This design comes from an exercise in tuning for small area, a short achievable clock period and few clock cycles on the open sky130 flow, not from production work.
The RTL was checked by simulation tests, not by an equivalence proof against the original design.
No activity file was given, so power comes from the tool's default toggle rates.

## flow/config.mk

```make
export PLATFORM = sky130hd
export DESIGN_NAME = CHIP
export DESIGN_NICKNAME = CHIP
export VERILOG_FILES = /design/flow/design.v
export SDC_FILE = /design/flow/constraint.sdc
export NUM_CORES = 8
export LEC_CHECK = 0
export CAP_MARGIN = 30
export CORE_MARGIN = 2
export CORE_UTILIZATION = 50
export PLACE_DENSITY = 0.7
export SETUP_SLACK_MARGIN = 5
export SLEW_MARGIN = 30
```

## flow/constraint.sdc

```tcl
create_clock -name core_clock -period 10.0 [get_ports {clk}]
set_input_delay 2.0000 -clock core_clock [delete_from_list [all_inputs] [get_ports {clk}]]
set_output_delay 2.0000 -clock core_clock [all_outputs]
set_load 0.01 [all_outputs]
```

## flow/design.v

```verilog
module CHIP(
    clk,
    rst_n,
    mem_wen_D,
    mem_addr_D,
    mem_wdata_D,
    mem_rdata_D,
    mem_addr_I,
    mem_rdata_I);
    input         clk, rst_n ;
    output        mem_wen_D  ;
    output [31:0] mem_addr_D ;
    output [31:0] mem_wdata_D;
    input  [31:0] mem_rdata_D;
    output [31:0] mem_addr_I ;
    input  [31:0] mem_rdata_I;
    genvar gi;
    integer i;
    reg  [31:0] pc;              
    reg  [31:0] ea, eb;          
    reg  [31:0] ec;              
    reg  [ 4:0] e_rd;
    reg         e_we, e_ld, e_st, e_br, e_pred, e_jalr, e_mul;
    reg         e_kill;          
    wire        E_WE = e_we & ~e_kill, E_LD = e_ld & ~e_kill, E_ST = e_st & ~e_kill;
    wire        E_BR = e_br & ~e_kill, E_JALR = e_jalr & ~e_kill, E_MUL = e_mul & ~e_kill;
    reg         e_sub, e_slt, e_sll, e_srl, e_selc;
    reg  [ 1:0] e_bf;            
    reg         fa, fb, fc;      
    reg  [31:0] m_res, m_sd;
    reg  [31:0] m_x;             
    reg         m_mul;
    reg  [ 4:0] m_rd;
    reg         m_we, m_ld, m_st;
    reg  [31:0] rf [1:31];
    reg  [31:1] vld;
    wire [31:0] m_prod = m_res + m_sd + m_x;
    wire [31:0] m_wb = m_ld ? mem_rdata_D : m_mul ? m_prod : m_res;
    assign mem_wen_D   = m_st;
    assign mem_addr_D  = m_res;
    assign mem_wdata_D = m_sd;
    assign mem_addr_I  = pc;
    generate
        for (gi = 1; gi < 32; gi = gi + 1) begin : g_rf
            always @(posedge clk) begin
                if (m_we && m_rd == gi) rf[gi] <= m_wb;
            end
            always @(posedge clk or negedge rst_n) begin
                if (!rst_n) vld[gi] <= 1'b0;
                else if (m_we && m_rd == gi) vld[gi] <= 1'b1;
            end
        end
    endgenerate
    wire [31:0] A    = fa ? mem_rdata_D : ea;
    wire [31:0] B    = fb ? mem_rdata_D : eb;
    wire [31:0] C    = fc ? mem_rdata_D : ec;
    wire [31:0] ebx  = e_sub ? ~B : B;
    wire [31:0] sum  = A + ebx + {31'd0, e_sub};
    wire        lt   = (A[31] ^ B[31]) ? A[31] : sum[31];
    wire        eq   = (A == B);
    reg         taken;
    always @(*) begin
        case (e_bf)
            2'b00: taken = eq;
            2'b01: taken = ~eq;
            2'b10: taken = lt;
            default: taken = ~lt;
        endcase
    end
    wire        redir_br = E_BR & (taken ^ e_pred);
    wire        redir    = redir_br | E_JALR;
    wire [31:0] redir_pc = e_jalr ? sum : C;
    wire [31:0] ear, shr, shr_r;
    generate
        for (gi = 0; gi < 32; gi = gi + 1) begin : g_rev
            assign ear[gi]   = A[31-gi];
            assign shr_r[gi] = shr[31-gi];
        end
    endgenerate
    assign shr = (e_sll ? ear : A) >> B[4:0];
    reg  [31:0] row [0:16];
    reg  [2:0]  bd;
    reg         b1, b2, bn;
    always @(*) begin
        row[16] = 32'd0;                     
        for (i = 0; i < 16; i = i + 1) begin
            bd = {eb[2*i+1], eb[2*i], (i == 0) ? 1'b0 : eb[2*i-1]};
            b1 = bd[1] ^ bd[0];                                  
            b2 = (bd == 3'b011) | (bd == 3'b100);                
            bn = bd[2] & ~(bd[1] & bd[0]);                       
            row[i] = ((({32{b1}} & ea) | ({32{b2}} & {ea[30:0], 1'b0})) ^ {32{bn}}) << (2*i);
            row[16][2*i] = bn;
        end
    end
    function [63:0] csa;         
        input [31:0] x, y, z;
        begin
            csa[31:0]  = x ^ y ^ z;
            csa[63:32] = {((x[30:0] & y[30:0]) | (x[30:0] & z[30:0]) | (y[30:0] & z[30:0])), 1'b0};
        end
    endfunction
    wire [63:0] t1a = csa(row[0],  row[1],  row[2]);
    wire [63:0] t1b = csa(row[3],  row[4],  row[5]);
    wire [63:0] t1c = csa(row[6],  row[7],  row[8]);
    wire [63:0] t1d = csa(row[9],  row[10], row[11]);
    wire [63:0] t1e = csa(row[12], row[13], row[14]);
    wire [63:0] t2a = csa(t1a[31:0], t1a[63:32], t1b[31:0]);
    wire [63:0] t2b = csa(t1b[63:32], t1c[31:0], t1c[63:32]);
    wire [63:0] t2c = csa(t1d[31:0], t1d[63:32], t1e[31:0]);
    wire [63:0] t2d = csa(t1e[63:32], row[15], row[16]);
    wire [63:0] t3a = csa(t2a[31:0], t2a[63:32], t2b[31:0]);
    wire [63:0] t3b = csa(t2b[63:32], t2c[31:0], t2c[63:32]);
    wire [63:0] t4a = csa(t3a[31:0], t3a[63:32], t3b[31:0]);
    wire [63:0] t4b = csa(t3b[63:32], t2d[31:0], t2d[63:32]);
    wire [63:0] t5a = csa(t4a[31:0], t4a[63:32], t4b[31:0]);
    reg  [31:0] e_res;
    always @(*) begin
        if (e_selc)      e_res = C;
        else if (e_slt)  e_res = {31'd0, lt};
        else if (e_sll)  e_res = shr_r;
        else if (e_srl)  e_res = shr;
        else             e_res = sum;
    end
    wire [31:0] ins = mem_rdata_I;
    wire [4:0]  op  = ins[6:2];
    wire [2:0]  f3  = ins[14:12];
    wire [4:0]  rs1 = ins[19:15];
    wire [4:0]  rs2 = ins[24:20];
    wire [4:0]  rd  = ins[11:7];
    wire is_lui   = (op == 5'b01101);
    wire is_auipc = (op == 5'b00101);
    wire is_jal   = (op == 5'b11011);
    wire is_jalr  = (op == 5'b11001);
    wire is_br    = (op == 5'b11000);
    wire is_ld    = (op == 5'b00000);
    wire is_st    = (op == 5'b01000);
    wire is_opi   = (op == 5'b00100);
    wire is_op    = (op == 5'b01100);
    wire is_mul   = is_op & ins[25];
    wire is_sub   = is_op & ins[30];
    wire is_slti  = is_opi & (f3 == 3'b010);
    wire is_slli  = is_opi & (f3 == 3'b001);
    wire is_srli  = is_opi & (f3 == 3'b101);
    wire use1 = ~(is_lui | is_auipc | is_jal);
    wire use2 = is_op | is_br | is_st;
    wire [31:0] imm_i = {{20{ins[31]}}, ins[31:20]};
    wire [31:0] imm_s = {{20{ins[31]}}, ins[31:25], ins[11:7]};
    wire [31:0] imm_b = {{19{ins[31]}}, ins[31], ins[7], ins[30:25], ins[11:8], 1'b0};
    wire [31:0] imm_u = {ins[31:12], 12'd0};
    wire [31:0] imm_j = {{11{ins[31]}}, ins[31], ins[19:12], ins[20], ins[30:21], 1'b0};
    wire efw  = E_WE & ~E_LD & ~E_MUL;
    wire e1   = efw  && (e_rd == rs1) && use1;
    wire e2   = efw  && (e_rd == rs2);
    wire m1   = m_we && (m_rd == rs1) && use1 && !e1;
    wire m2   = m_we && (m_rd == rs2) && !e2;
    wire f1   = e1 | m1 | ~use1;
    wire f2   = e2 | m2;
    reg  [31:0] rv1, rv2;
    always @(*) begin
        rv1 = (e1 ? e_res : 32'd0) | (m1 ? m_wb : 32'd0);
        rv2 = (e2 ? e_res : 32'd0) | (m2 ? m_wb : 32'd0);
        for (i = 1; i < 32; i = i + 1) begin
            rv1 = rv1 | (((rs1 == i) && vld[i] && !f1) ? rf[i] : 32'd0);
            rv2 = rv2 | (((rs2 == i) && vld[i] && !f2) ? rf[i] : 32'd0);
        end
        rv1 = rv1 | (((rs1 == 5'd2) && !vld[2] && !f1) ? 32'hBFFFFFF0 : 32'd0)
                  | (((rs1 == 5'd3) && !vld[3] && !f1) ? 32'h10008000 : 32'd0);
        rv2 = rv2 | (((rs2 == 5'd2) && !vld[2] && !f2) ? 32'hBFFFFFF0 : 32'd0)
                  | (((rs2 == 5'd3) && !vld[3] && !f2) ? 32'h10008000 : 32'd0);
    end
    wire eld  = E_LD & E_WE;
    wire fa_n = eld && use1 && (e_rd == rs1);
    wire fb_n = eld && (is_op | is_br) && (e_rd == rs2);
    wire lmul = eld && is_mul && ((e_rd == rs1) || (e_rd == rs2));
    wire fc_n = eld && is_st && (e_rd == rs2);
    wire luse = (E_MUL && E_WE && ((use1 && e_rd == rs1) || (use2 && e_rd == rs2))) || lmul;
    wire [31:0] pc4  = pc + 32'd4;
    wire [31:0] tgt  = pc + (is_jal ? imm_j : is_br ? imm_b : imm_u);
    wire        pred = is_jal | (is_br & ins[31]);
    wire [31:0] npc  = pred ? tgt : pc4;
    wire [31:0] alt  = ((is_br & ~ins[31]) | is_auipc) ? tgt : pc4;
    wire [31:0] ea_n = rv1;
    wire [31:0] eb_n = (is_op | is_br) ? rv2 : is_st ? imm_s : is_lui ? imm_u : imm_i;
    wire [31:0] ec_n = is_st ? rv2 : alt;
    wire hold_d = luse;              
    always @(posedge clk or negedge rst_n) begin
        if (!rst_n) begin
            pc <= 32'h00010000;
        end else if (redir) begin
            pc <= redir_pc;
        end else if (!hold_d) begin
            pc <= npc;
        end
    end
    always @(posedge clk or negedge rst_n) begin
        if (!rst_n) e_kill <= 1'b1;
        else        e_kill <= redir | luse;
    end
    always @(posedge clk) begin
        e_we   <= (rd != 5'd0) & ~(is_br | is_st);
        e_ld   <= is_ld;
        e_st   <= is_st;
        e_br   <= is_br;
        e_jalr <= is_jalr;
        e_mul  <= is_mul;
        e_rd   <= rd;
        e_pred <= ins[31];
        e_sub  <= is_sub | is_slti | is_br;
        e_slt  <= is_slti;
        e_sll  <= is_slli;
        e_srl  <= is_srli;
        e_selc <= is_jal | is_jalr | is_auipc;
        e_bf   <= {f3[2], f3[0]};
    end
    always @(posedge clk or negedge rst_n) begin
        if (!rst_n) begin
            fa <= 1'b0; fb <= 1'b0; fc <= 1'b0;
        end else begin
            fa <= fa_n; fb <= fb_n; fc <= fc_n;
        end
    end
    always @(posedge clk) begin
        ea <= ea_n;
        eb <= eb_n;
        ec <= ec_n;
    end
    always @(posedge clk or negedge rst_n) begin
        if (!rst_n) begin
            m_we <= 1'b0; m_ld <= 1'b0; m_st <= 1'b0; m_mul <= 1'b0; m_rd <= 5'd0;
        end else begin
            m_we  <= E_WE;
            m_ld  <= E_LD;
            m_st  <= E_ST;
            m_mul <= E_MUL;
            m_rd  <= e_rd;
        end
    end
    always @(posedge clk) begin
        m_res <= e_mul ? t5a[31:0] : e_res;
        m_sd  <= e_mul ? t5a[63:32] : C;
        m_x   <= t4b[63:32];
    end
endmodule
```

## flow/run.sh

```bash
#!/bin/bash
# synth_recipe.tcl (not shown) runs the flow's synth.tcl, then flattens the netlist and writes it again
# the make line also repeats each setting of config.mk as NAME=value (left out here)
make -C /OpenROAD-flow-scripts/flow DESIGN_CONFIG=/design/flow/config.mk WORK_HOME=/design/flow/orfs CLKGATE_MAP_FILE= SYNTH_SCRIPT=/design/flow/synth_recipe.tcl finish
```

==> results.yml, run 1 <==
clocking:
  cts_num_sinks: 1255
  clock_path_buffers: 3
  cts_buffers: 137
  cts_tree: "yes"
  clkLatencyLatePin_ns: 0.85
  clk_pin_slew_worst_paths_ns: 0.07
  cts_max_level: 4
  cts_root_buffer: "clkbuf_16"
  holdBufCountCts: 0
timing:
  setup_slack_ns: 4.64
  rsz0062_at_grt: "true"
  relSlewSlack: 0.159
  clock.fmax_ghz: 0.186
  slew_viol_final: 0
  finalHoldViolCount: 0
  tightestPinTransition_ns: 1.23
  post-route-period-util: 0.536
  finalSetupViolCount: 0
  hold_ws_ns: 0.396
  period_needed_ns: 5.36
  skew_ns: 0.0701
  tns_ns: 0
drt:
  wl_per_cell_um: 46.9
  drt_iter0_drc: 18900
  drt_wl_total_um: 455000
  detail_route.first_pass.iterations: 17
  ant_nets: 0
  via_per_inst: 8.12
  route.detailed.drc: 0
  num_vias: 78700
power:
  ir_worst_vdd_uv: 659
  power_density_nw_per_um2: 313
  p_total_mw: 29.4
  p_leak_nw: 33.4
setup_path:
  path_cells: "clkbuf_4 > xor2_1 > nor4_2 > and3_4 > buf_4 > nor3_1 > nand3_1 > o211ai_1 > a221oi_1 > nand4_1 > nor2_1 > nand4_1 > a221o_1"
  cp_common_cell: "nand4_1"
  slowest_delay_ns: 0.71
  start_kind: "input pin"
  cp.arrival_ns: 6.06
  worstPathMaxFanout: 12
  worst_setup_path_end_kind: "register"
  critical_path_required_ns: 10.69
  worst_path_max_delay_cell: "nand3_1"
  crit_type: "in -> reg"
final_layout:
  area_delta_synth_final_pct: 20.7
  nets: 7956
  drive_gt1_frac: 0.219
  fin_util: 0.609
placement:
  dp_slack_ns: 2.36
  gp_congestion: 1.08
  dp_hpwl_um: 286000
  port_buffers: 160
run_status:
  status: "finished clean"
yosys:
  yosysTopAreaCell: "edfxtp_1"
  async_flop_share: 0.0606
  synth-main-ff-cell: "edfxtp_1"
  syn_area_per_cell_um2: 10.8
  synth_edf_count: 992
  synth_fp_nets: 7644
  syn_area_um2: 77900
  synth_area_leaders: "edfxtp_1 38%, a22oi_1 5.5%, fa_1 5.2%, dfxtp_1 4.8%, xnor2_1 3.7%"
  ys_top_cells_by_count: "992 x edfxtp_1, 567 x a22oi_1, 429 x clkbuf_1, 429 x nand2_1, 374 x a21oi_1"
  ys_ff_latch: 1255
  ys_types: 106
  synth.most_common_cell: "edfxtp_1"
  ys_warn_count: 3
  syn_inst: 7179
  yosys.area.top_type_share: 0.383
  seq_area_frac_synth: 0.455
floorplanning:
  ios: 163
  initial_core_util: 0.504
  fp-row-count: 144
  die-area_um2: 159000
  die_height_um: 399
  dieWidth_um: 399
  placeableCoreArea_um2: 154000
min_path:
  holdCritPathClass: "reg -> reg"
global_routing:
  globalRouteTotalUtil: 0.550
  antenna_found_initial: 49
  grt_max_degree: 66
  grt_pass1_wl_um: 596000
  grt_pass1_vias: 70800
  grt-ovfl-total: 0
flow_run:
  drv_cap: 0
logic make-up after synthesis:
| family | synth area share |
|---|---|
| XOR/XNOR | 0.0513 |
| AO/OA/AOI/OAI | 0.220 |
| AND/OR/NAND/NOR | 0.0960 |
| flip-flops | 0.455 |
| adder cells (fa/ha/maj) | 0.0835 |
| multiplexers | 0.0452 |
| buffers and inverters | 0.0493 |
final cells by class:
type / instances / area [um2]
Inverter: 332 / 1270
Antenna cell: 42 / 105
Timing Repair inverter: 1 / 5.00
Multi-Input combinational cell: 4981 / 42200
Fill cell: 12500 / 60400
Tap cell: 2044 / 2560
Clock buffer: 174 / 3670
Timing Repair Buffer: 783 / 7680
Sequential cell: 1255 / 35500
Clock inverter: 76 / 922
layout by cell type, fill, tap and decap left out, types with 42 or more instances in the layout:
cell type,Yosys,final
a211oi_1,75,57
a21o_1,68,62
a21oi_1,374,339
a221oi_1,268,252
a222oi_1,108,108
a22o_1,205,201
a22oi_1,567,548
a31oi_1,68,62
and2_1,51,46
and3_1,69,51
buf_12,2,57
buf_4,13,459
buf_6,8,75
clkbuf_16,0,147
clkdlybuf4s50_1,0,113
dfrtp_1,74,69
dfxtp_1,187,152
diode_2,0,42
edfxtp_1,992,992
fa_1,201,199
ha_1,198,144
inv_1,328,321
mux2_2,118,111
mux2i_1,142,109
nand2_1,429,418
nand3_1,146,144
nand4_1,175,175
nor2_1,297,232
nor2_4,1,55
nor3_1,81,56
o211ai_1,46,46
o21ai_0,215,151
o22ai_1,49,46
or2_2,44,43
xnor2_1,328,309
xor2_1,126,121
flip-flops by register name (all words and copies together) (netlist names), 2 cells and up:
| name | cells |
|---|---|
| e_bf | 2 |
| e_rd | 5 |
| ea | 32 |
| eb | 32 |
| ec | 32 |
| m_rd | 5 |
| m_res | 32 |
| m_sd | 32 |
| m_x | 8 |
| pc | 32 |
| rf | 992 |
| vld | 31 |
where the power goes:
part           internal (mW)  switching [mW]
Clock                   2.96            2.37
Sequential              6.73           0.694
Combinational           6.12            10.5
critical path: cells and delay by family:
family,cells,cell delay (ns)
XOR/XNOR,1,0.22
AND/OR/NAND/NOR,7,2.12
buffers and inverters,2,0.38
AO/OA/AOI/OAI,3,1.29
through the flow:
| stage | cell area, um2 | instances |
|---|---|---|
| 2_1_floorplan | 78300 | 7179 |
| 3_3_place_gp | 82900 | 9065 |
| 4_1_cts | 90800 | 9455 |
| 3_5_place_dp | 83100 | 9072 |
| 6_report | 94000 | 9688 |
| 5_1_grt | 93900 | 9651 |
final timing paths:
kind | end | startpoint | cells after the start | slack [ns]
worst max-delay path | ea[16] | mem_rdata_I[16] | 13 | 4.64
worst min-delay path | m_rd[3] | e_rd[3] | 0 | 0.40
worst max register to register | m_res[31] | eb[10] | 19 | 4.91
worst min register to register | m_rd[3] | e_rd[3] | 0 | 0.40
max in group asynchronous | fa | rst_n | 2 | 7.94
min in group asynchronous | pc[7] | rst_n | 1 | 1.08
metal layers:
| layer | share of wire | up-vias | track usage | wire length, um |
|---|---|---|---|---|
| li1 | - | 28500 | - | - |
| met1 | 0.31 | 37700 | 0.624 | 142000 |
| met2 | 0.39 | 9197 | 0.748 | 175000 |
| met3 | 0.18 | 3224 | 0.297 | 80700 |
| met4 | 0.12 | 61 | 0.470 | 55600 |
| met5 | 0.0029 | - | 0.0372 | 1330 |
repair_timing:
action	CTS	global route
resized for setup	557	385
endpoints found under the setup margin	247	193
gates cloned	14	11
setup buffers	119	175
pin swaps	71	98
Testbench counts, summed over its fixed seeds: cycles 20,907.
==> inputs of run 2 (changes only) <==
--- a/flow/config.mk
+++ b/flow/config.mk
@@ -8,6 +8,6 @@
 export CAP_MARGIN = 30
 export CORE_MARGIN = 2
-export CORE_UTILIZATION = 50
-export PLACE_DENSITY = 0.7
+export CORE_UTILIZATION = 40
+export PLACE_DENSITY = 0.6
 export SETUP_SLACK_MARGIN = 5
 export SLEW_MARGIN = 30
==> run 2 against run 1 <==
Still clean on timing, DRC and antenna; fmax rose by 3.1%; via count shrank 3.0%; global-route usage shrank 11 points; core utilization shrank 12 points; synthesized area is the same; critical endpoint is now m_res[27]; highest routed layer unchanged.
==> results.yml, run 2 <==
yosys:
  yosys.area.top_type_share: 0.383
  synth.most_common_cell: "edfxtp_1"
  synth_area_leaders: "edfxtp_1 38%, a22oi_1 5.5%, fa_1 5.2%, dfxtp_1 4.8%, xnor2_1 3.7%"
  yosysTopAreaCell: "edfxtp_1"
  syn_inst: 7179
  synth_fp_nets: 7644
  synth_edf_count: 992
  ys_top_cells_by_count: "992 x edfxtp_1, 567 x a22oi_1, 429 x clkbuf_1, 429 x nand2_1, 374 x a21oi_1"
  syn_area_per_cell_um2: 10.8
  ys_warn_count: 3
  syn_area_um2: 77900
  seq_area_frac_synth: 0.455
  synth-main-ff-cell: "edfxtp_1"
  ys_ff_latch: 1255
  ys_types: 106
  async_flop_share: 0.0606
final_layout:
  design_area_um2: 94000
  mostFrequentLayoutCells: "992 x edfxtp_1, 551 x a22oi_1, 419 x nand2_1"
  fill_cells: 17300
  area_delta_synth_final_pct: 20.7
  final_common_cell: "edfxtp_1"
  nets: 7904
  fin_util: 0.487
  largest-register: "rf"
  drive_gt1_frac: 0.215
  largest_register_ffs: 992
placement:
  gp_congestion: 1.07
  place_area_um2: 83500
  dp_hpwl_um: 290000
  dp_slack_ns: 2.37
  port_buffers: 160
power:
  combPwrFrac: 0.585
  p_int_mw: 15.9
  switchingPower_mw: 14.5
  p_clk_frac: 0.171
  p_total_mw: 30.4
  ir_worst_vdd_uv: 669
  power_density_nw_per_um2: 323
  p_seq_frac: 0.244
  switching_share: 0.477
  p_leak_nw: 33.0
timing:
  slew_viol_final: 0
  clock.fmax_ghz: 0.192
  finalSetupViolCount: 0
  period_needed_ns: 5.20
  post-route-period-util: 0.520
  finalHoldViolCount: 0
  relSlewSlack: 0.215
  rsz0062_at_grt: "true"
  tightestPinTransition_ns: 1.18
  setup_slack_ns: 4.80
  tns_ns: 0
  skew_ns: 0.0566
setup_path:
  rr_worst_depth: 19
  start_kind: "input pin"
  worst_setup_path_end_kind: "register"
  path_cells: "clkdlybuf4s15_2 > mux2i_2 > xnor2_1 > ha_2 > nand2_1 > nor4_4 > nor2_1 > o221ai_4 > a31oi_2 > xnor2_2 > o221a_2 > a22oi_1 > o21ai_1"
  reg2reg_slack_ns: 4.89
  critPathLaunch: "mem_rdata_D[13]"
  crit_type: "in -> reg"
  reg2reg_from: "eb[7]"
  slowest_delay_ns: 0.48
  cp.arrival_ns: 5.84
  critical_path_required_ns: 10.64
  r2r_end: "m_res[31]"
  worst_path_max_delay_cell: "ha_2"
  worstPathMaxFanout: 8
  crit_end: "m_res[27]"
drt:
  via_per_inst: 7.55
  drt_wl_total_um: 460000
  ant_nets: 0
  num_vias: 76400
  route.detailed.drc: 0
  detail_route.first_pass.iterations: 17
  wl_per_cell_um: 45.5
  drt_iter0_drc: 16300
floorplanning:
  initial_core_util: 0.403
  placeableCoreArea_um2: 193000
  dieWidth_um: 445
  die-area_um2: 198000
  ios: 163
  die_height_um: 445
  fp-row-count: 161
clocking:
  cts_max_level: 4
  clock_path_buffers: 3
  cts_buffers: 136
  cts_root_buffer: "clkbuf_16"
  clkLatencyLatePin_ns: 0.83
  cts_tree: "yes"
  holdBufCountCts: 0
  cts_num_sinks: 1255
  clk_pin_slew_worst_paths_ns: 0.06
global_routing:
  globalRouteTotalUtil: 0.442
  grt_max_degree: 66
  antenna_found_initial: 35
  grt_pass1_wl_um: 602000
  grt-ovfl-total: 0
  grt_pass1_vias: 70200
min_path:
  holdCritPathClass: "reg -> reg"
run_status:
  status: "finished clean"
flow_run:
  drv_cap: 0
## run 2: cell counts after synthesis
No cell type changed its count.
## run 2: worst min-delay path by stage
stage	from	endpoint	slack (ns)	cells past startpoint
floorplan	e_rd[0]	m_rd[0]	0.37	0
finish	e_rd[3]	m_rd[3]	0.40	0
detailed placement	e_rd[4]	m_rd[4]	0.38	0
global placement	e_rd[4]	m_rd[4]	0.38	0
global route	e_rd[4]	m_rd[4]	0.41	0
CTS	e_rd[0]	m_rd[0]	0.39	0
## run 2: critical path, delay by kind of cell
| family | cells | cell delay [ns] |
|---|---|---|
| AOI/OAI and AO/OA | 5 | 1.52 |
| xor gates and xnor gates | 2 | 0.44 |
| adders and majority gates | 1 | 0.48 |
| buffers and inverters | 1 | 0.39 |
| muxes | 1 | 0.32 |
| and+or+nand+nor | 3 | 0.67 |
## run 2: power groups by stage
| stage | Sequential [mW] | Clock, mW | Combinational (mW) |
|---|---|---|---|
| 2_1_floorplan | 7.23 | 0 | 8.74 |
| 3_3_place_gp | 7.45 | 0 | 16.0 |
| 3_5_place_dp | 7.45 | 0 | 16.1 |
| 4_1_cts | 7.35 | 5.17 | 16.7 |
| 5_1_grt | 7.40 | 5.38 | 18.5 |
| 6_report | 7.40 | 5.20 | 17.8 |
## run 2: stage by stage
| stage | std cells | hold WS, ns |
|---|---|---|
| 2_1_floorplan | 7179 | 0.370 |
| 3_3_place_gp | 9537 | 0.382 |
| 3_5_place_dp | 9541 | 0.380 |
| 4_1_cts | 9938 | 0.394 |
| 5_1_grt | 10100 | 0.410 |
| 6_report | 10100 | 0.396 |
## run 2: metal layers
layer  global-route usage  wire length (um)
met3                0.209             74700
met1                0.509            150000
met2                0.619            182000
met4                0.365             52400
met5               0.0117               951
## run 2: what timing repair did
item | CTS | global route
setup buffers | 143 | 120
endpoints found under the setup margin | 210 | 182
resized for setup | 609 | 313
pin swaps | 73 | 110
cloned | 8 | 13
## run 2: kinds of logic after synthesis
family	synth area share
XOR/XNOR	0.0513
multiplexers	0.0452
adder cells (fa/ha/maj)	0.0835
AO/OA/AOI/OAI	0.220
buffers and inverters	0.0493
flip-flops	0.455
AND/OR/NAND/NOR	0.0960
## run 2: cell type report
cell class	count	area, um2	area share
sequential	1255	35500	0.378
clock buffer	169	3670	0.0391
timing repair buffer	737	7310	0.0777
antenna	37	92.6	0.000985
tap	2526	3160	0.0336
inverter	332	1280	0.0136
multi-input combinational	4977	42100	0.448
clock inverter	77	805	0.00856
==> inputs of run 3 (changes only) <==
--- a/flow/design.v
+++ b/flow/design.v
@@ -29,5 +29,5 @@
     reg         fa, fb, fc;      
     reg  [31:0] m_res, m_sd;
-    reg  [31:0] m_x;             
+    reg  [31:0] m_x, m_y;        
     reg         m_mul;
     reg  [ 4:0] m_rd;
@@ -35,5 +35,5 @@
     reg  [31:0] rf [1:31];
     reg  [31:1] vld;
-    wire [31:0] m_prod = m_res + m_sd + m_x;
+    wire [31:0] m_prod = m_res + m_sd + m_x + m_y;
     wire [31:0] m_wb = m_ld ? mem_rdata_D : m_mul ? m_prod : m_res;
     assign mem_wen_D   = m_st;
@@ -113,5 +113,4 @@
     wire [63:0] t4a = csa(t3a[31:0], t3a[63:32], t3b[31:0]);
     wire [63:0] t4b = csa(t3b[63:32], t2d[31:0], t2d[63:32]);
-    wire [63:0] t5a = csa(t4a[31:0], t4a[63:32], t4b[31:0]);
     reg  [31:0] e_res;
     always @(*) begin
@@ -237,7 +236,8 @@
     end
     always @(posedge clk) begin
-        m_res <= e_mul ? t5a[31:0] : e_res;
-        m_sd  <= e_mul ? t5a[63:32] : C;
-        m_x   <= t4b[63:32];
+        m_res <= e_mul ? t4a[31:0] : e_res;
+        m_sd  <= e_mul ? t4a[63:32] : C;
+        m_x   <= t4b[31:0];
+        m_y   <= t4b[63:32];
     end
 endmodule
==> run 3 against run 2 <==
Worst hold slack got worse by 0.0016 ns; wire length decreased by 8.6%; combinational power shrank 17%; die area shrank 1.1%; synthesized cell count decreased by 2.8%.
==> results.yml, run 3 <==
timing:
  relSlewSlack: 0.216
  tightestPinTransition_ns: 1.18
  rsz0062_at_grt: "true"
  post-route-period-util: 0.524
  slew_viol_final: 0
  finalHoldViolCount: 0
  clock.fmax_ghz: 0.191
  tns_ns: 0
  period_needed_ns: 5.24
  finalSetupViolCount: 0
  skew_ns: 0.0555
final_layout:
  largest_register_ffs: 992
  mostFrequentLayoutCells: "992 x edfxtp_1, 528 x a22oi_1, 384 x nand2_1"
  nets: 7567
  largest-register: "rf"
  area_delta_synth_final_pct: 17.7
  final_common_cell: "edfxtp_1"
  fill_cells: 17300
  drive_gt1_frac: 0.181
yosys:
  synth-main-ff-cell: "edfxtp_1"
  ys_top_cells_by_count: "992 x edfxtp_1, 533 x a22oi_1, 431 x clkbuf_1"
  yosysTopAreaCell: "edfxtp_1"
  syn_area_per_cell_um2: 11.0
  ys_ff_latch: 1278
  synth_area_leaders: "edfxtp_1 39%, dfxtp_1 5.5%, fa_1 5.3%, a22oi_1 5.2%, xnor2_1 3.7%"
  ys_warn_count: 3
  synth_fp_nets: 7443
  ys_types: 97
  async_flop_share: 0.0595
  syn_inst: 6977
  synth.most_common_cell: "edfxtp_1"
  syn_area_um2: 77000
  yosys.area.top_type_share: 0.387
  synth_edf_count: 992
  seq_area_frac_synth: 0.466
clocking:
  holdBufCountCts: 0
  cts_max_level: 4
  clk_pin_slew_worst_paths_ns: 0.06
  cts_num_sinks: 1278
  clkLatencyLatePin_ns: 0.85
  clock_path_buffers: 3
  cts_tree: "yes"
  cts_buffers: 138
  cts_root_buffer: "clkbuf_16"
global_routing:
  grt_max_degree: 84
  grt_pass1_vias: 67900
  globalRouteTotalUtil: 0.413
  grt-ovfl-total: 0
  antenna_found_initial: 48
  grt_pass1_wl_um: 563000
min_path:
  holdCritPathClass: "reg -> reg"
drt:
  num_vias: 72800
  wl_per_cell_um: 43.1
  via_per_inst: 7.45
  drt_iter0_drc: 16000
  ant_nets: 0
  route.detailed.drc: 0
  drt_wl_total_um: 420000
  detail_route.first_pass.iterations: 13
power:
  switching_share: 0.448
  power_density_nw_per_um2: 303
  p_clk_frac: 0.188
  p_total_mw: 27.5
  ir_worst_vdd_uv: 243
  switchingPower_mw: 12.3
  p_leak_nw: 32.5
  p_seq_frac: 0.278
  p_int_mw: 15.2
  combPwrFrac: 0.534
floorplanning:
  initial_core_util: 0.401
  dieWidth_um: 443
  die_height_um: 443
  ios: 163
  die-area_um2: 196000
  fp-row-count: 161
  placeableCoreArea_um2: 192000
setup_path:
  cp.arrival_ns: 5.99
  start_kind: "input pin"
  crit_type: "in -> reg"
  worst_setup_path_end_kind: "register"
  worstPathMaxFanout: 17
  critical_path_required_ns: 10.75
run_status:
  status: "finished clean"
placement:
  dp_hpwl_um: 261000
  gp_congestion: 1.05
  port_buffers: 160
flow_run:
  drv_cap: 0
==> run 3: cell types whose count changed in the layout (fill, tap and decap cells not counted), moves of 25 or more <==
cell | previous run | this run
buf_6 | 80 | 33
mux2i_1 | 115 | 150
nand2_1 | 419 | 384
dfxtp_1 | 152 | 177
buf_4 | 408 | 316
inv_1 | 312 | 354
a221oi_1 | 248 | 279
a22o_1 | 202 | 247
==> run 3: metal layers <==
metal,vias up,share of wire,track usage
met1,35000,0.32,0.475
met3,2585,0.16,0.180
met2,7769,0.41,0.588
li1,27300,-,-
met4,58,0.11,0.348
met5,-,0.0024,0.0193
==> run 3: path summary, 6_finish.rpt <==
kind	start	to	slack (ns)	depth (start not counted)
max	mem_rdata_I[3]	ea[12]	4.76	13
min	e_rd[2]	m_rd[2]	0.39	0
max reg2reg	m_res[21]	eb[27]	5.00	17
min reg2reg	e_rd[2]	m_rd[2]	0.39	0
max in group asynchronous	rst_n	fa	7.73	2
min in group asynchronous	rst_n	vld[3]	1.14	1
==> run 3: timing repair <==
action                                  4_1_cts  5_1_grt
endpoints found under the setup margin      471      296
setup buffers                                70       63
resized for setup                           472      246
pin swaps                                    53       61
gates cloned                                 10        4
==> run 3: cell families (layout without fill, tap and decap cells) <==
logic type	after synthesis	in the layout	share of synthesized area
compound gates	2213	2215	0.212
simple gates	1380	1386	0.0908
flops	1278	1278	0.466
buf+inv	951	1179	0.0479
xor+xnor	434	434	0.0495
fa+ha+maj	400	400	0.0849
mux	321	322	0.0490
other cells	0	26	0
==> run 3: final cells by class <==
cell class                      instances  area, um2  area share
Timing Repair inverter                  1       7.51   0.0000828
Antenna cell                           26       65.1    0.000718
Timing Repair Buffer                  558       5310      0.0586
Clock buffer                          171       3680      0.0406
Clock inverter                         82        748     0.00826
Inverter                              367       1400      0.0155
Multi-Input combinational cell       4757      40300       0.444
Sequential cell                      1278      36000       0.397
Tap cell                             2526       3160      0.0349
==> run 3: through the flow <==
stage | cells | utilization | hold slack (ns) | instance area (um2) | setup slack [ns]
after floorplan | 6977 | - | 0.368 | 77500 | 4.79
after global placement | 9332 | 0.429 | 0.381 | 82400 | 2.20
after detailed placement | 9336 | 0.430 | 0.380 | 82500 | 2.21
after CTS | 9669 | 0.464 | 0.393 | 89100 | 4.87
after global routing | 9742 | 0.472 | 0.403 | 90600 | 4.96
final | 9766 | 0.472 | 0.394 | 90600 | 4.76
==> run 3: power groups by stage <==
stage / sequential [mW] / combinational, mW / clock, mW
after floorplan: 7.44 / 7.76 / 0
after global placement: 7.70 / 13.0 / 0
after detailed placement: 7.70 / 13.1 / 0
after CTS: 7.61 / 13.6 / 5.13
after global routing: 7.65 / 15.5 / 5.35
final: 7.64 / 14.7 / 5.16
==> run 3: worst max-delay path: stages <==
cell and delay (ns):
buf_2 0.19, and4b_1 0.23, o21ai_1 0.22, o31ai_4 0.10, buf_4 0.18, nor4bb_1 0.80, and3_4 0.69, buf_4 0.55
a22o_1 0.20, a221oi_1 0.05, nand4_1 0.13, or3_1 0.41, a221o_1 0.17
Testbench counts of run 3, summed over its fixed seeds: cycles 20,907.
==> inputs of run 4 (changes only) <==
==> flow/flow/run.sh (new file) <==
#!/bin/bash
# Standard layout (standard.sh), except that the port buffers are buf_4 cells
# instead of the delay cells that buffer_ports picks by default.
set -euo pipefail
bash standard.sh "BUFFER_PORTS_ARGS=-buffer_cell sky130_fd_sc_hd__buf_4" finish > standard.log 2>&1
==> flow/standard.sh (new file) <==
#!/bin/bash
# synth_recipe.tcl (not shown) runs the flow's synth.tcl, then flattens the netlist and writes it again
# the make line also repeats each setting of config.mk as NAME=value (left out here)
make -C /OpenROAD-flow-scripts/flow DESIGN_CONFIG=/design/flow/config.mk WORK_HOME=/design/flow/orfs CLKGATE_MAP_FILE= SYNTH_SCRIPT=/design/flow/synth_recipe.tcl "${@:-finish}"
removed: flow/run.sh
==> run 4 against run 3 <==
Power about the same; sequential share of layout area increased by 0.41 points; critical path depth decreased by 1; via count decreased by 0.29%; largest power group unchanged; fmax about the same; highest routed layer unchanged; clock skew decreased by 0.0035 ns; still clean on timing, DRC and antenna; cell count decreased by 0.44%; count of clock-buffer cells in the layout increased by 6.
==> results.yml, run 4 <==
power:
  combPwrFrac: 0.530
  p_int_mw: 15.2
  switchingPower_mw: 12.3
  switching_share: 0.448
  power_density_nw_per_um2: 307
  ir_worst_vdd_uv: 248
  p_seq_frac: 0.276
  p_leak_nw: 32.4
  p_clk_frac: 0.193
  p_total_mw: 27.5
yosys:
  yosysTopAreaCell: "edfxtp_1"
  syn_area_per_cell_um2: 11.0
  seq_area_frac_synth: 0.466
  synth-compound-area-share: 0.212
  syn_area_um2: 77000
  ys_warn_count: 3
  ys_types: 97
  synth_area_leaders: "edfxtp_1 39%, dfxtp_1 5.5%, fa_1 5.3%, a22oi_1 5.2%, xnor2_1 3.7%"
  syn_inst: 6977
  yosys.area.top_type_share: 0.387
  async_flop_share: 0.0595
  synth_edf_count: 992
  synth-main-ff-cell: "edfxtp_1"
  yosys.area_share.adder: 0.0849
  synth_top_family_by_area: "compound AO/OA/AOI/OAI gates"
  synth.most_common_cell: "edfxtp_1"
  ys_top_cells_by_count: "992 x edfxtp_1, 533 x a22oi_1, 431 x clkbuf_1"
  ys_ff_latch: 1278
  synthMuxAreaShare: 0.0490
  synth_fp_nets: 7443
  synthXorXnorAreaFrac: 0.0495
  synthSimpleGateAreaFrac: 0.0908
global_routing:
  antenna_found_initial: 42
  grt_pass1_wl_um: 554000
  globalRouteTotalUtil: 0.406
  grt_max_degree: 64
  grt_pass1_vias: 67300
  grt-ovfl-total: 0
setup_path:
  reg2reg_from: "fb"
  reg2reg_slack_ns: 4.98
  worst_path_max_delay_cell: "and3_2"
  crit_type: "in -> reg"
  critPathTopFamily: "simple AND/OR/NAND/NOR gates"
  slowest_delay_ns: 1.10
  cp.arrival_ns: 6.00
  critPathLaunch: "mem_rdata_I[3]"
  cp_common_cell: "buf_4"
  critical_path_required_ns: 10.76
  worstPathMaxFanout: 19
  critical_path_buf_inv_count: 3
  path_cells: "buf_4 > and4b_1 > o21ai_1 > o31ai_4 > buf_4 > nor4bb_1 > and3_2 > buf_4 > a221oi_1 > nand4_1 > or3_1 > a221o_1"
  start_kind: "input pin"
  worst_setup_path_end_kind: "register"
drt:
  ant_nets: 0
  drt_wl_total_um: 416000
  via_per_inst: 7.46
  wl_per_cell_um: 42.8
  detail_route.first_pass.iterations: 14
  route.detailed.drc: 0
  num_vias: 72600
  drt_iter0_drc: 14800
timing:
  skew_ns: 0.0520
  finalSetupViolCount: 0
  rsz0062_at_grt: "true"
  period_needed_ns: 5.24
  relSlewSlack: 0.203
  post-route-period-util: 0.524
  slew_viol_final: 0
  clock.fmax_ghz: 0.191
  tightestPinTransition_ns: 1.20
  finalHoldViolCount: 0
  tns_ns: 0
final_layout:
  area_delta_synth_final_pct: 16.5
  final_common_cell: "edfxtp_1"
  nets: 7521
  largest_register_ffs: 992
  mostFrequentLayoutCells: "992 x edfxtp_1, 529 x a22oi_1, 419 x buf_4"
  largest-register: "rf"
  drive_gt1_frac: 0.184
floorplanning:
  die_height_um: 443
  ios: 163
  placeableCoreArea_um2: 192000
  dieWidth_um: 443
  fp-row-count: 161
  initial_core_util: 0.401
  die-area_um2: 196000
clocking:
  clkLatencyLatePin_ns: 0.83
  cts_max_level: 4
  cts_tree: "yes"
  holdBufCountCts: 0
  cts_root_buffer: "clkbuf_16"
  clk_pin_slew_worst_paths_ns: 0.06
  cts_buffers: 141
  cts_num_sinks: 1278
  clock_path_buffers: 3
run_status:
  status: "finished clean"
placement:
  dp_hpwl_um: 257000
  gp_congestion: 1.05
  port_buffers: 160
min_path:
  hp-start: "e_rd[0]"
  holdCritPathClass: "reg -> reg"
flow_run:
  drv_cap: 0
run 4: changes by cell type in the layout (fill, tap and decap cells not counted), sizes merged, moves of 6 or more:
| cell | change |
|---|---|
| diode | +9 |
| buf | +91 |
| clkdlybuf4s50 | -112 |
| clkdlybuf4s15 | -6 |
| clkinvlp | -10 |
| clkbuf | -6 |
run 4: kinds of logic after synthesis:
logic type,Yosys count
adders and majority gates,400
muxes,321
DFF,1278
buffers and inverters,951
xor gates and xnor gates,434
AOI/OAI and AO/OA,2213
and+or+nand+nor,1380
run 4: worst register-to-register path, stage by stage, from the launching register on:
cell and delay [ns]:
dfrtp_2 0.40, buf_4 0.46, inv_1 0.42, a21boi_4 0.26, buf_8 0.25, xnor2_2 0.18, ha_4 0.25, a21o_1 0.21
a221oi_4 0.44, a21boi_2 0.17, o211ai_1 0.34, a21boi_0 0.17, o311ai_0 0.37, o21a_2 0.33, a22oi_1 0.11, o21ai_0 0.47
run 4: per-layer routing:
metal,GRT usage,vias up,share of wire
met5,0.0203,-,0.0021
li1,-,27200,-
met2,0.567,7500,0.40
met1,0.467,35300,0.33
met4,0.343,38,0.11
met3,0.191,2566,0.16
run 4: area by class of cell:
class / count / area, um2
tap: 2526 / 3160
sequential: 1278 / 36000
inverter: 367 / 1390
timing repair buffer: 511 / 4580
multi-input combinational: 4756 / 40000
antenna: 35 / 87.6
fill: 17400 / 102000
clock inverter: 73 / 796
clock buffer: 177 / 3780
run 4: worst paths after layout:
path,depth (start not counted),to
min in group asynchronous,1,vld[1]
worst min register to register,0,m_rd[0]
worst max-delay path,12,ea[21]
worst max register to register,15,m_res[23]
worst min-delay path,0,m_rd[0]
max in group asynchronous,2,fa
run 4: power by group through the flow:
stage | Combinational [mW] | Sequential, mW | Clock [mW]
final | 14.6 | 7.61 | 5.32
after global routing | 15.4 | 7.60 | 5.50
after CTS | 13.6 | 7.57 | 5.29
after detailed placement | 13.1 | 7.67 | 0
after global placement | 13.0 | 7.67 | 0
after floorplan | 7.76 | 7.44 | 0
run 4: per-stage QoR:
stage / util / hold slack [ns] / cell area (um2) / setup slack [ns] / instances
5_1_grt: 0.467 / 0.404 / 89600 / 4.85 / 9691
6_report: 0.467 / 0.394 / 89700 / 4.76 / 9723
3_5_place_dp: 0.427 / 0.382 / 81900 / 2.61 / 9322
4_1_cts: 0.457 / 0.394 / 87800 / 4.93 / 9604
3_3_place_gp: 0.427 / 0.382 / 81900 / 2.69 / 9321
2_1_floorplan: - / 0.368 / 77500 / 4.79 / 6977
run 4: what timing repair did:
action | in CTS | in global routing
setup endpoints to repair | 366 | 259
pin swaps | 26 | 80
cloned | 6 | 11
buffers inserted | 26 | 71
resized for setup | 201 | 258
==> inputs of run 5 (changes only) <==
--- a/flow/design.v
+++ b/flow/design.v
@@ -25,5 +25,5 @@
     wire        E_WE = e_we & ~e_kill, E_LD = e_ld & ~e_kill, E_ST = e_st & ~e_kill;
     wire        E_BR = e_br & ~e_kill, E_JALR = e_jalr & ~e_kill, E_MUL = e_mul & ~e_kill;
-    reg         e_sub, e_slt, e_sll, e_srl, e_selc;
+    reg         e_sub, e_slt, e_sll, e_srl, e_selc, e_selb;
     reg  [ 1:0] e_bf;            
     reg         fa, fb, fc;      
@@ -116,4 +116,5 @@
     always @(*) begin
         if (e_selc)      e_res = C;
+        else if (e_selb) e_res = B;
         else if (e_slt)  e_res = {31'd0, lt};
         else if (e_sll)  e_res = shr_r;
@@ -149,9 +150,9 @@
     wire [31:0] imm_j = {{11{ins[31]}}, ins[31], ins[19:12], ins[20], ins[30:21], 1'b0};
     wire efw  = E_WE & ~E_LD & ~E_MUL;
-    wire e1   = efw  && (e_rd == rs1) && use1;
+    wire e1   = efw  && (e_rd == rs1);
     wire e2   = efw  && (e_rd == rs2);
-    wire m1   = m_we && (m_rd == rs1) && use1 && !e1;
+    wire m1   = m_we && (m_rd == rs1) && !e1;
     wire m2   = m_we && (m_rd == rs2) && !e2;
-    wire f1   = e1 | m1 | ~use1;
+    wire f1   = e1 | m1;
     wire f2   = e2 | m2;
     reg  [31:0] rv1, rv2;
@@ -169,5 +170,5 @@
     end
     wire eld  = E_LD & E_WE;
-    wire fa_n = eld && use1 && (e_rd == rs1);
+    wire fa_n = eld && (e_rd == rs1);
     wire fb_n = eld && (is_op | is_br) && (e_rd == rs2);
     wire lmul = eld && is_mul && ((e_rd == rs1) || (e_rd == rs2));
@@ -210,4 +211,5 @@
         e_srl  <= is_srli;
         e_selc <= is_jal | is_jalr | is_auipc;
+        e_selb <= is_lui;
         e_bf   <= {f3[2], f3[0]};
     end
==> run 5 against run 4 <==
Largest power group unchanged; first-iteration DRC count up 12%; combinational power up about 10%; highest routed layer unchanged; global-route usage up 1.9 points; critical path type unchanged.
==> results.yml, run 5 <==
drt:
  drt_iter0_drc: 16600
  route.detailed.drc: 0
  wl_per_cell_um: 44.0
  drt_wl_total_um: 439000
  detail_route.first_pass.iterations: 13
  via_per_inst: 7.53
  ant_nets: 0
  num_vias: 75100
final_layout:
  final_common_cell: "edfxtp_1"
  area_delta_synth_final_pct: 18.5
  nets: 7769
  drive_gt1_frac: 0.208
  mostFrequentLayoutCells: "992 x edfxtp_1, 569 x a22oi_1, 521 x buf_4"
  instances_no_fill: 9981
  largest-register: "rf"
  largest_register_ffs: 992
yosys:
  synth_fp_nets: 7604
  yosysTopAreaCell: "edfxtp_1"
  syn_area_um2: 77400
  synth-main-ff-cell: "edfxtp_1"
  synth_area_leaders: "edfxtp_1 38%, a22oi_1 5.6%, dfxtp_1 5.5%, fa_1 5.3%, xnor2_1 3.8%"
  synth.most_common_cell: "edfxtp_1"
  async_flop_share: 0.0594
  ys_top_cells_by_count: "992 x edfxtp_1, 574 x a22oi_1, 470 x clkbuf_1"
  ys_warn_count: 3
  syn_inst: 7138
  seq_area_frac_synth: 0.464
  yosys.area.top_type_share: 0.385
  ys_types: 95
  synth_edf_count: 992
  ys_ff_latch: 1279
  syn_area_per_cell_um2: 10.8
power:
  ir_worst_vdd_uv: 502
  p_leak_nw: 33.0
  p_clk_frac: 0.181
  p_total_mw: 28.9
  switching_share: 0.465
  p_int_mw: 15.5
  switchingPower_mw: 13.4
  p_seq_frac: 0.264
  combPwrFrac: 0.555
  power_density_nw_per_um2: 315
clocking:
  cts_tree: "yes"
  cts_max_level: 4
  holdBufCountCts: 0
  clk_pin_slew_worst_paths_ns: 0.06
  clock_path_buffers: 3
  cts_buffers: 137
  cts_num_sinks: 1279
  cts_root_buffer: "clkbuf_16"
  clkLatencyLatePin_ns: 0.86
global_routing:
  globalRouteTotalUtil: 0.425
  busiest_layer: "met2"
  grt_pass1_wl_um: 578000
  grt-ovfl-total: 0
  grt_use_met3: 0.202
  met2_usage: 0.589
  grt_util_met1: 0.500
  grt_pass1_vias: 68500
  grt_max_degree: 64
  antenna_found_initial: 55
timing:
  finalSetupViolCount: 0
  slew_viol_final: 0
  tightestPinTransition_ns: 1.17
  tns_ns: 0
  clock.fmax_ghz: 0.189
  finalHoldViolCount: 0
  period_needed_ns: 5.30
  hold_ws_ns: 0.384
  rsz0062_at_grt: "true"
  relSlewSlack: 0.221
  post-route-period-util: 0.530
  skew_ns: 0.0693
setup_path:
  critPathTopFamily: "compound AO/OA/AOI/OAI gates"
  worst_setup_path_end_kind: "register"
  path_cells: "buf_12 > mux2i_4 > xnor2_1 > ha_2 > and4_4 > buf_4 > a211oi_4 > o21ai_2 > o31a_1 > buf_6 > buf_6 > a211oi_4 > a211oi_4 > buf_12 > mux2i_4 > o31ai_4 > buf_6 > buf_6 > o211ai_1 > a21boi_2"
  worstPathMaxFanout: 6
  slowest_delay_ns: 0.39
  critical_path_buf_inv_count: 7
  critical_path_required_ns: 10.70
  cp_common_cell: "buf_6"
  worst_path_max_delay_cell: "o31a_1"
  start_kind: "input pin"
  cp.arrival_ns: 6.01
  crit_type: "in -> reg"
placement:
  placedCellCount: 9508
  dp_hpwl_um: 277000
  gp_congestion: 1.12
  port_buffers: 160
run_status:
  status: "finished clean"
floorplanning:
  fp-row-count: 161
  die_height_um: 444
  ios: 163
  die-area_um2: 197000
  initial_core_util: 0.402
  placeableCoreArea_um2: 192000
  dieWidth_um: 444
flow_run:
  drv_cap: 0
min_path:
  holdCritPathClass: "reg -> reg"
-- run 5: cell types whose count changed after synthesis, sizes merged, moves of 23 or more --
cell,previous run,this run
mux2i,185,135
nor2,259,317
nor3,62,91
nand2,388,416
a22o,249,171
a222oi,94,125
a221oi,293,210
a22oi,533,574
clkbuf,431,470
nand3,133,164
mux2,103,130
a21oi,348,371
-- run 5: logic make-up after synthesis --
logic type	count (synthesis)	synth area share
AO/OA/AOI/OAI	2210	0.207
XOR/XNOR	441	0.0499
adder cells (fa/ha/maj)	400	0.0845
buffers and inverters	969	0.0492
flip-flops	1279	0.464
multiplexers	299	0.0464
AND/OR/NAND/NOR	1540	0.0987
-- run 5: cell type report --
type / count / area, um2
antenna: 43 / 108
fill: 17400 / 101000
clock buffer: 162 / 3570
inverter: 364 / 1390
tap: 2526 / 3160
clock inverter: 86 / 958
sequential: 1279 / 36000
multi-input combinational: 4890 / 40800
timing repair buffer: 631 / 5770
-- run 5: worst paths after layout --
check,startpoint,end,slack (ns),cells after the start
worst max-delay path,mem_rdata_D[9],pc[29],4.70,20
max in group asynchronous,rst_n,fa,7.75,2
worst min-delay path,e_rd[0],m_rd[0],0.38,0
worst max register to register,fb,pc[29],4.72,20
worst min register to register,e_rd[0],m_rd[0],0.38,0
min in group asynchronous,rst_n,vld[10],1.08,1
-- run 5: power groups by stage --
stage / clock network [mW] / logic (mW) / registers [mW]
after floorplan: 0 / 7.67 / 7.50
after global routing: 5.43 / 16.7 / 7.65
after detailed placement: 0 / 13.8 / 7.70
after global placement: 0 / 13.6 / 7.69
after CTS: 5.21 / 14.3 / 7.59
final: 5.24 / 16.1 / 7.63
-- run 5: metrics by stage --
stage               instance area (um2)   util  worst slack [ns]
finish                            91700  0.477              4.70
detailed placement                82500  0.429              2.83
global route                      91600  0.476              4.70
CTS                               88900  0.462              4.80
floorplan                         77800      -              4.51
global placement                  82400  0.428              2.56
-- run 5: worst register-to-register path, cell delays in order, from the launching register on --
cell	delay, ns
dfrtp_4	0.69
buf_8	0.41
mux2i_4	0.58
xnor2_1	0.18
ha_2	0.34
and4_4	0.24
buf_4	0.14
a211oi_4	0.24
o21ai_2	0.14
o31a_1	0.40
buf_6	0.16
buf_6	0.11
a211oi_4	0.27
a211oi_4	0.08
buf_12	0.16
mux2i_4	0.20
o31ai_4	0.23
buf_6	0.17
buf_6	0.12
o211ai_1	0.15
a21boi_2	0.20
-- run 5: what timing repair did --
item                       in CTS  in global routing
gates cloned                    0                 10
gates resized for setup       305                295
buffers inserted               60                106
pin swaps                      68                100
setup endpoints to repair     237                208
-- run 5: per-layer routing --
metal / share of wire / up-vias
met4: 0.11 / 60
met1: 0.33 / 36400
met3: 0.17 / 2579
met5: 0.0026 / -
met2: 0.39 / 8263
li1: - / 27800
Testbench counts of run 5, summed over its fixed seeds: cycles 20,907.
==> inputs of run 6 (changes only) <==
==> flow/run.sh (new file) <==
#!/bin/bash
# synth_recipe.tcl (not shown) runs the flow's synth.tcl, then flattens the netlist and writes it again
# the make line also repeats each setting of config.mk as NAME=value (left out here)
make -C /OpenROAD-flow-scripts/flow DESIGN_CONFIG=/design/flow/config.mk WORK_HOME=/design/flow/orfs CLKGATE_MAP_FILE= SYNTH_SCRIPT=/design/flow/synth_recipe.tcl finish
removed: flow/flow/run.sh
removed: flow/standard.sh
==> run 6 against run 5 <==
Clock power increased by 3%; synthesized cell count is the same; non-clock buffer count increased by 76; worst hold slack better by 0.013 ns; fmax is 0.87% lower; power up 1.7%; sequential cell count did not move.
==> results.yml, run 6 <==
setup_path:
  cp_common_cell: "buf_6"
  crit_type: "in -> reg"
  worst_path_max_delay_cell: "a221o_2"
  worst-path-stages: 18
  slowest_delay_ns: 0.50
  critical_path_required_ns: 10.71
  path_cells: "buf_6 > buf_12 > mux2i_4 > xnor2_2 > ha_4 > nor2b_4 > buf_6 > nand2b_4 > or4_4 > o311ai_4 > o31a_1 > a21oi_4 > o311a_4 > a21oi_2 > o221ai_1 > buf_4 > a221o_2 > a221o_1"
  cp.arrival_ns: 6.06
  rr_worst_depth: 17
  worstPathMaxFanout: 6
  r2r_end: "pc[17]"
  reg2reg_from: "fa"
  critPathTopFamily: "compound AO/OA/AOI/OAI gates"
  start_kind: "input pin"
  critical_path_buf_inv_count: 4
  worst_setup_path_end_kind: "register"
  reg2reg_slack_ns: 4.78
yosys:
  synth_edf_count: 992
  synth_fp_nets: 7604
  seq_area_frac_synth: 0.464
  syn_area_per_cell_um2: 10.8
  syn_inst: 7138
  ys_ff_latch: 1279
  async_flop_share: 0.0594
  syn_area_um2: 77400
  yosys.area.top_type_share: 0.385
  synth.most_common_cell: "edfxtp_1"
  synth_area_leaders: "edfxtp_1 38%, a22oi_1 5.6%, dfxtp_1 5.5%, fa_1 5.3%, xnor2_1 3.8%"
  ys_types: 95
  synth-main-ff-cell: "edfxtp_1"
  ys_warn_count: 3
  ys_top_cells_by_count: "992 x edfxtp_1, 574 x a22oi_1, 470 x clkbuf_1"
  yosysTopAreaCell: "edfxtp_1"
final_layout:
  fill_cells: 17300
  largest_register_ffs: 992
  final_common_cell: "edfxtp_1"
  largest-register: "rf"
  area_delta_synth_final_pct: 20.6
  mostFrequentLayoutCells: "992 x edfxtp_1, 568 x a22oi_1, 436 x buf_4"
  instances_no_fill: 10100
  fin_util: 0.485
  drive_gt1_frac: 0.208
  design_area_um2: 93300
  nets: 7852
drt:
  route.detailed.drc: 0
  wl_per_cell_um: 44.7
  detail_route.first_pass.iterations: 14
  drt_wl_total_um: 450000
  num_vias: 74700
  ant_nets: 0
  drt_iter0_drc: 15500
  via_per_inst: 7.43
clocking:
  cts_num_sinks: 1279
  cts_root_buffer: "clkbuf_16"
  cts_buffers: 142
  cts_max_level: 4
  clkLatencyLatePin_ns: 0.84
  clock_path_buffers: 3
  clk_pin_slew_worst_paths_ns: 0.07
  cts_tree: "yes"
  holdBufCountCts: 0
power:
  combPwrFrac: 0.556
  p_clk_frac: 0.184
  ir_worst_vdd_uv: 390
  p_total_mw: 29.4
  power_density_nw_per_um2: 315
  switching_share: 0.461
  p_seq_frac: 0.260
  switchingPower_mw: 13.6
  p_leak_nw: 33.5
  p_int_mw: 15.8
global_routing:
  globalRouteTotalUtil: 0.439
  grt-ovfl-total: 0
  grt_pass1_wl_um: 592000
  grt_pass1_vias: 69100
  grt_max_degree: 66
  antenna_found_initial: 39
placement:
  place_area_um2: 83000
  gp_congestion: 1.07
  placedCellCount: 9523
  port_buffers: 160
  dp_hpwl_um: 290000
  dp_slack_ns: 1.75
timing:
  post-route-period-util: 0.535
  setup_slack_ns: 4.65
  tightestPinTransition_ns: 1.22
  finalHoldViolCount: 0
  period_needed_ns: 5.35
  slew_viol_final: 0
  clock.fmax_ghz: 0.187
  hold_ws_ns: 0.398
  relSlewSlack: 0.183
  rsz0062_at_grt: "true"
  skew_ns: 0.0773
  tns_ns: 0
  finalSetupViolCount: 0
floorplanning:
  die_height_um: 444
  ios: 163
  placeableCoreArea_um2: 192000
  fp-row-count: 161
  die-area_um2: 197000
  dieWidth_um: 444
  initial_core_util: 0.402
flow_run:
  drv_cap: 0
run_status:
  status: "finished clean"
min_path:
  holdCritPathClass: "reg -> reg"
  hp-start: "e_rd[1]"
  whs_path_depth: 0
  min_to: "m_rd[1]"
run 6: cell counts after synthesis:
No cell type changed its count.
run 6: area by class of cell:
cell class                 instances  area (um2)  area share
clock inverter                    79         960      0.0103
inverter                         364        1400      0.0150
clock buffer                     180        3770      0.0404
multi-input combinational       4891       41400       0.443
timing repair buffer             707        6630      0.0711
timing repair inverter             1        5.00   0.0000536
antenna                           31        77.6    0.000831
tap                             2526        3160      0.0339
sequential                      1279       35900       0.385
run 6: worst max path at each step:
stage             end  slack [ns]            start
3_5_place_dp   eb[28]        1.75  mem_rdata_I[21]
2_1_floorplan  pc[28]        4.51   mem_rdata_I[6]
3_3_place_gp   eb[29]        1.74  mem_rdata_I[21]
5_1_grt        eb[27]        4.64  mem_rdata_D[13]
6_report       eb[27]        4.65  mem_rdata_D[13]
4_1_cts        eb[27]        4.67  mem_rdata_D[13]
run 6: worst register-to-register path, cell delays in order (launching register included):
cell	delay [ns]
dfrtp_2	0.44
buf_4	0.69
mux2_2	0.61
ha_2	0.33
and4_4	0.19
and3_4	0.19
a211oi_4	0.26
o21ai_4	0.13
o31a_1	0.42
buf_6	0.18
a211oi_4	0.28
a211oi_4	0.08
buf_12	0.16
mux2i_4	0.21
o31ai_4	0.34
buf_6	0.18
buf_12	0.14
mux2_4	0.30
run 6: per-layer routing:
metal,vias to the layer above,global-route usage,part of all wire
met5,-,0.000488,0.00064
met4,30,0.360,0.11
met3,2449,0.179,0.15
met2,7963,0.624,0.40
met1,36300,0.517,0.33
li1,28000,-,-
run 6: cell families (layout without fill, tap and decap cells):
group                      count (synthesis)  count (layout)  synth area share
other                                      0              31                 0
muxes                                    299             300            0.0464
xor gates and xnor gates                 441             441            0.0499
and+or+nand+nor                         1540            1540            0.0987
AOI/OAI and AO/OA                       2210            2210             0.207
DFF                                     1279            1279             0.464
adders and majority gates                400             400            0.0845
buffers and inverters                    969            1331            0.0492
run 6: power by group through the flow:
stage,sequential (mW),combinational (mW),clock [mW]
floorplan,7.50,7.67,0
global placement,7.71,14.3,0
detailed placement,7.71,14.4,0
CTS,7.60,15.1,5.39
global route,7.66,16.9,5.60
finish,7.65,16.3,5.41
run 6: timing repair:
action	CTS	global route
setup buffers	133	100
cloned	3	4
resized for setup	598	294
endpoints found under the setup margin	244	179
endpoints found under the hold margin	0	0
pin swaps	89	87

[separate check: timing with driven ports]
In the flow no input, the clock included, has a driving cell. The finished layouts below were timed again as built, in two steps. Step 1: set_driving_cell puts a clkbuf_16 on clk and a buf_2 on each other input, an assumption about the parent block. Step 2 times the ports against the registers' clock, not the clock port: input delays grow and output delays shrink by t, the midpoint of the rising clock arrivals with the driver on. a / b / c = ideal ports / drivers / drivers and shift; a / b = the first two.
run | t, ns | setup slack, ns | worst slew at a driven data input, ns
run 1 | 0.904 | 4.638 / 4.696 / 3.792 | 0.16
run 2 | 0.891 | 4.797 / 4.854 / 3.963 | 0.05
run 3 | 0.897 | 4.759 / 4.816 / 3.918 | 0.22
run 4 | 0.883 | 4.759 / 4.778 / 3.896 | 0.26
run 5 | 0.911 | 4.697 / 4.723 / 3.823 | 0.09
run 6 | 0.890 | 4.650 / 4.703 / 3.813 | 0.06
After both steps setup and hold are still met in every run listed. For run 5, which loses most, drivers alone change the setup slack by +0.026 ns; drivers and shift together by -0.874 ns.
